From an optimization exercise on the open Yosys and OpenROAD flow, aimed at small area, a short achievable clock period and few clock cycles; shortcuts taken in it are not production practice. The RTL was checked by simulation tests, not by an equivalence proof against the original design. No activity file was given, so power comes from the tool's default toggle rates.

## run A
// PUnC
module PUnC(
	input  wire        clk,             
	input  wire        rst,             
	input  wire        load_en,
	input  wire [6:0]  load_addr,
	input  wire [15:0] load_data,
	output wire        halted,
	input  wire [15:0] mem_debug_addr,
	input  wire [2:0]  rf_debug_addr,
	output wire [15:0] mem_debug_data,
	output wire [15:0] rf_debug_data,
	output wire [15:0] pc_debug_data
);
	reg         st_fetch;  
	reg         st_ind;    
	reg         st_sti;    
	reg         st_ldw;    
	reg         hlt;       
	reg  [15:0] pc;        
	reg  [15:0] ir;
	reg  [15:0] tgt;       
	reg  [15:0] tmp;       
	reg  [2:0]  dr;        
	reg         n, z, p;
	wire ex = ~(st_fetch | st_ind | st_sti | st_ldw);
	wire [3:0] op = ir[15:12];
	wire op_br  = (op == 4'b0000);
	wire op_add = (op == 4'b0001);
	wire op_ld  = (op == 4'b0010);
	wire op_st  = (op == 4'b0011);
	wire op_jsr = (op == 4'b0100);
	wire op_and = (op == 4'b0101);
	wire op_ldr = (op == 4'b0110);
	wire op_str = (op == 4'b0111);
	wire op_not = (op == 4'b1001);
	wire op_ldi = (op == 4'b1010);
	wire op_sti = (op == 4'b1011);
	wire op_jmp = (op == 4'b1100);
	wire op_lea = (op == 4'b1110);
	wire op_hlt = (op == 4'b1111);
	assign halted = hlt;
	assign pc_debug_data = pc;
	reg  [15:0] ra;        
	wire [15:0] ra_nx, rb;
	wire        rf_we;
	wire [2:0]  rf_wa;
	wire [15:0] rf_wd;
	wire [15:0] nx_ir;
	wire [2:0] rb_addr = halted ? rf_debug_addr : (ir[13] ? ir[11:9] : ir[2:0]);
	RegisterFile rfile(
		.clk      (clk),
		.rst      (rst),
		.r_addr_0 (nx_ir[8:6]),
		.r_addr_1 (rb_addr),
		.w_addr   (rf_wa),
		.w_data   (rf_wd),
		.w_en     (rf_we),
		.r_data_0 (ra_nx),
		.r_data_1 (rb)
	);
	assign rf_debug_data = rb;
	wire [15:0] sext5 = {{11{ir[4]}}, ir[4:0]};
	wire [15:0] sext6 = {{10{ir[5]}}, ir[5:0]};
	wire [15:0] bsrc = ir[5] ? sext5 : rb;
	wire [15:0] alu  = op_add ? (ra + bsrc) :
	                   op_and ? (ra & bsrc) :
	                   ~ra;
	wire [15:0] a_r = ra + sext6;    
	reg s_tmp, s_tgt, s_ra, s_pc;
	wire [15:0] r_proc = ({16{s_tmp}} & tmp) | ({16{s_tgt}} & tgt) |
  ...
For scale: roughly 6200 cells after synthesis, ~2300 flip-flops.
==> flow/config.mk <==
export PLATFORM = sky130hd
export DESIGN_NAME = PUnC
export DESIGN_NICKNAME = PUnC
export VERILOG_FILES = /design/flow/design.v
export SDC_FILE = /design/flow/constraint.sdc
export NUM_CORES = 4
export LEC_CHECK = 0
export CAP_MARGIN = 30
export CORE_MARGIN = 2
export CORE_UTILIZATION = 52
export CTS_BUF_LIST = sky130_fd_sc_hd__clkbuf_16
export CTS_CLUSTER_DIAMETER = 60
export CTS_CLUSTER_SIZE = 30
export PLACE_DENSITY = 0.62
export SETUP_SLACK_MARGIN = 5
export SLEW_MARGIN = 30
export SYNTH_HIERARCHICAL = 1
==> flow/constraint.sdc <==
create_clock -name core_clock -period 14.0 [get_ports {clk}]
set_input_delay 2.8000 -clock core_clock [delete_from_list [all_inputs] [get_ports {clk}]]
set_output_delay 2.8000 -clock core_clock [all_outputs]
set_load 0.01 [all_outputs]
run.sh (not shown) runs the stock make flow with config.mk's settings and CLKGATE_MAP_FILE= SYNTH_SCRIPT=/design/flow/synth_recipe.tcl, a recipe that flattens the netlist after the stock synthesis.
Run A finished end to end and its layout was clean on timing, DRC and antenna.
Testbench counts of run A, summed over its fixed seeds: cycles 16,257.
What run B does differently from run A at the input level:
Settings: SLEW_MARGIN: 30 -> 70; CAP_MARGIN: 30 -> 70; TNS_END_PERCENT: unset -> 5.
### Flow results
Run B vs run A on relative max-transition margin: run B is the higher one.
Re relative area of clock buffers and inverters in the final design: run A was lower than run B.
On power, run B does better than run A.
Cmp run B and run A / setup slack / lower: run A
From run A to run B the numbers moved as follows: post-CTS resize count shrank by 443; met1 track utilization from global routing shrank by 3.3 points.
Run B vs run A: routed wire length down in run B
As of run B, ratio of total power to cell area had fallen slightly compared to run A.
The final area on run A is in line with that on run B.
## Diff of input files: run C against run B
Settings: TNS_END_PERCENT: 5 -> unset.
Results
- The number of antenna violations at the first check in global routing reported for run C is greater than that of run B by 4.3%.
- The run showing the smaller measured slew at the worst slew-check pin is run B.
- Taking run B as the reference, in run C multi-input combinational area share -0.18 points, count of nets after finishing +about 4.4%, share of cell area taken by flip-flops and latches -2.4 points, final cell count without fillers +337.
- Summary of run C over run B: detailed route wirelength on metal2 went down 2.1%, number of sequential cells neither gained nor lost much, post-detailed-placement cell area shrank by about 0.33%.
- Final critical-path share of the clock period in run C is 2.6 points lower than in run B
Input-level comparison between run D and run C:
Settings: TNS_END_PERCENT now 5, previously not set; CAP_MARGIN now 50, was 70; SLEW_MARGIN now 50, was 70.
Run C → run D: number of gates on the worst path with buffers counted fell by 7, amount of wire on met3 after detailed routing fell by 15%, via count of the first global-routing pass fell by 1995.

afterwards: timing with drivers on the ports:
How much do the figures lean on ideal ports? The routed layouts below were timed once more, with nothing changed but the port constraints.
Step 1 assumes that a clkbuf_16 drives the clock port and a buf_2 every other input.
Step 2 moves the port delays by t, midway between the first and last clock arrival at a register: inputs arrive t later, outputs are due t later. That takes back most of the time a late clock gives input paths.
Three values: no drivers, after step 1, after step 2; two values: the first two.
| run | t, ns | slack for setup (ns) | worst setup path at the end |
|---|---|---|---|
| run A | 0.972 | 4.230 / 4.127 / 4.060 | input to register |
| run B | 0.986 | 4.308 / 4.284 / 3.864 | input to register |
| run C | 0.981 | 4.666 / 4.629 / 4.003 | input to register |
| run D | 0.980 | 4.656 / 4.621 / 3.980 | input to register |
After both steps setup and hold are still met in every run listed. The setup slack of run D, which loses most, moves by -0.035 ns with the drivers and by -0.676 ns with both steps.
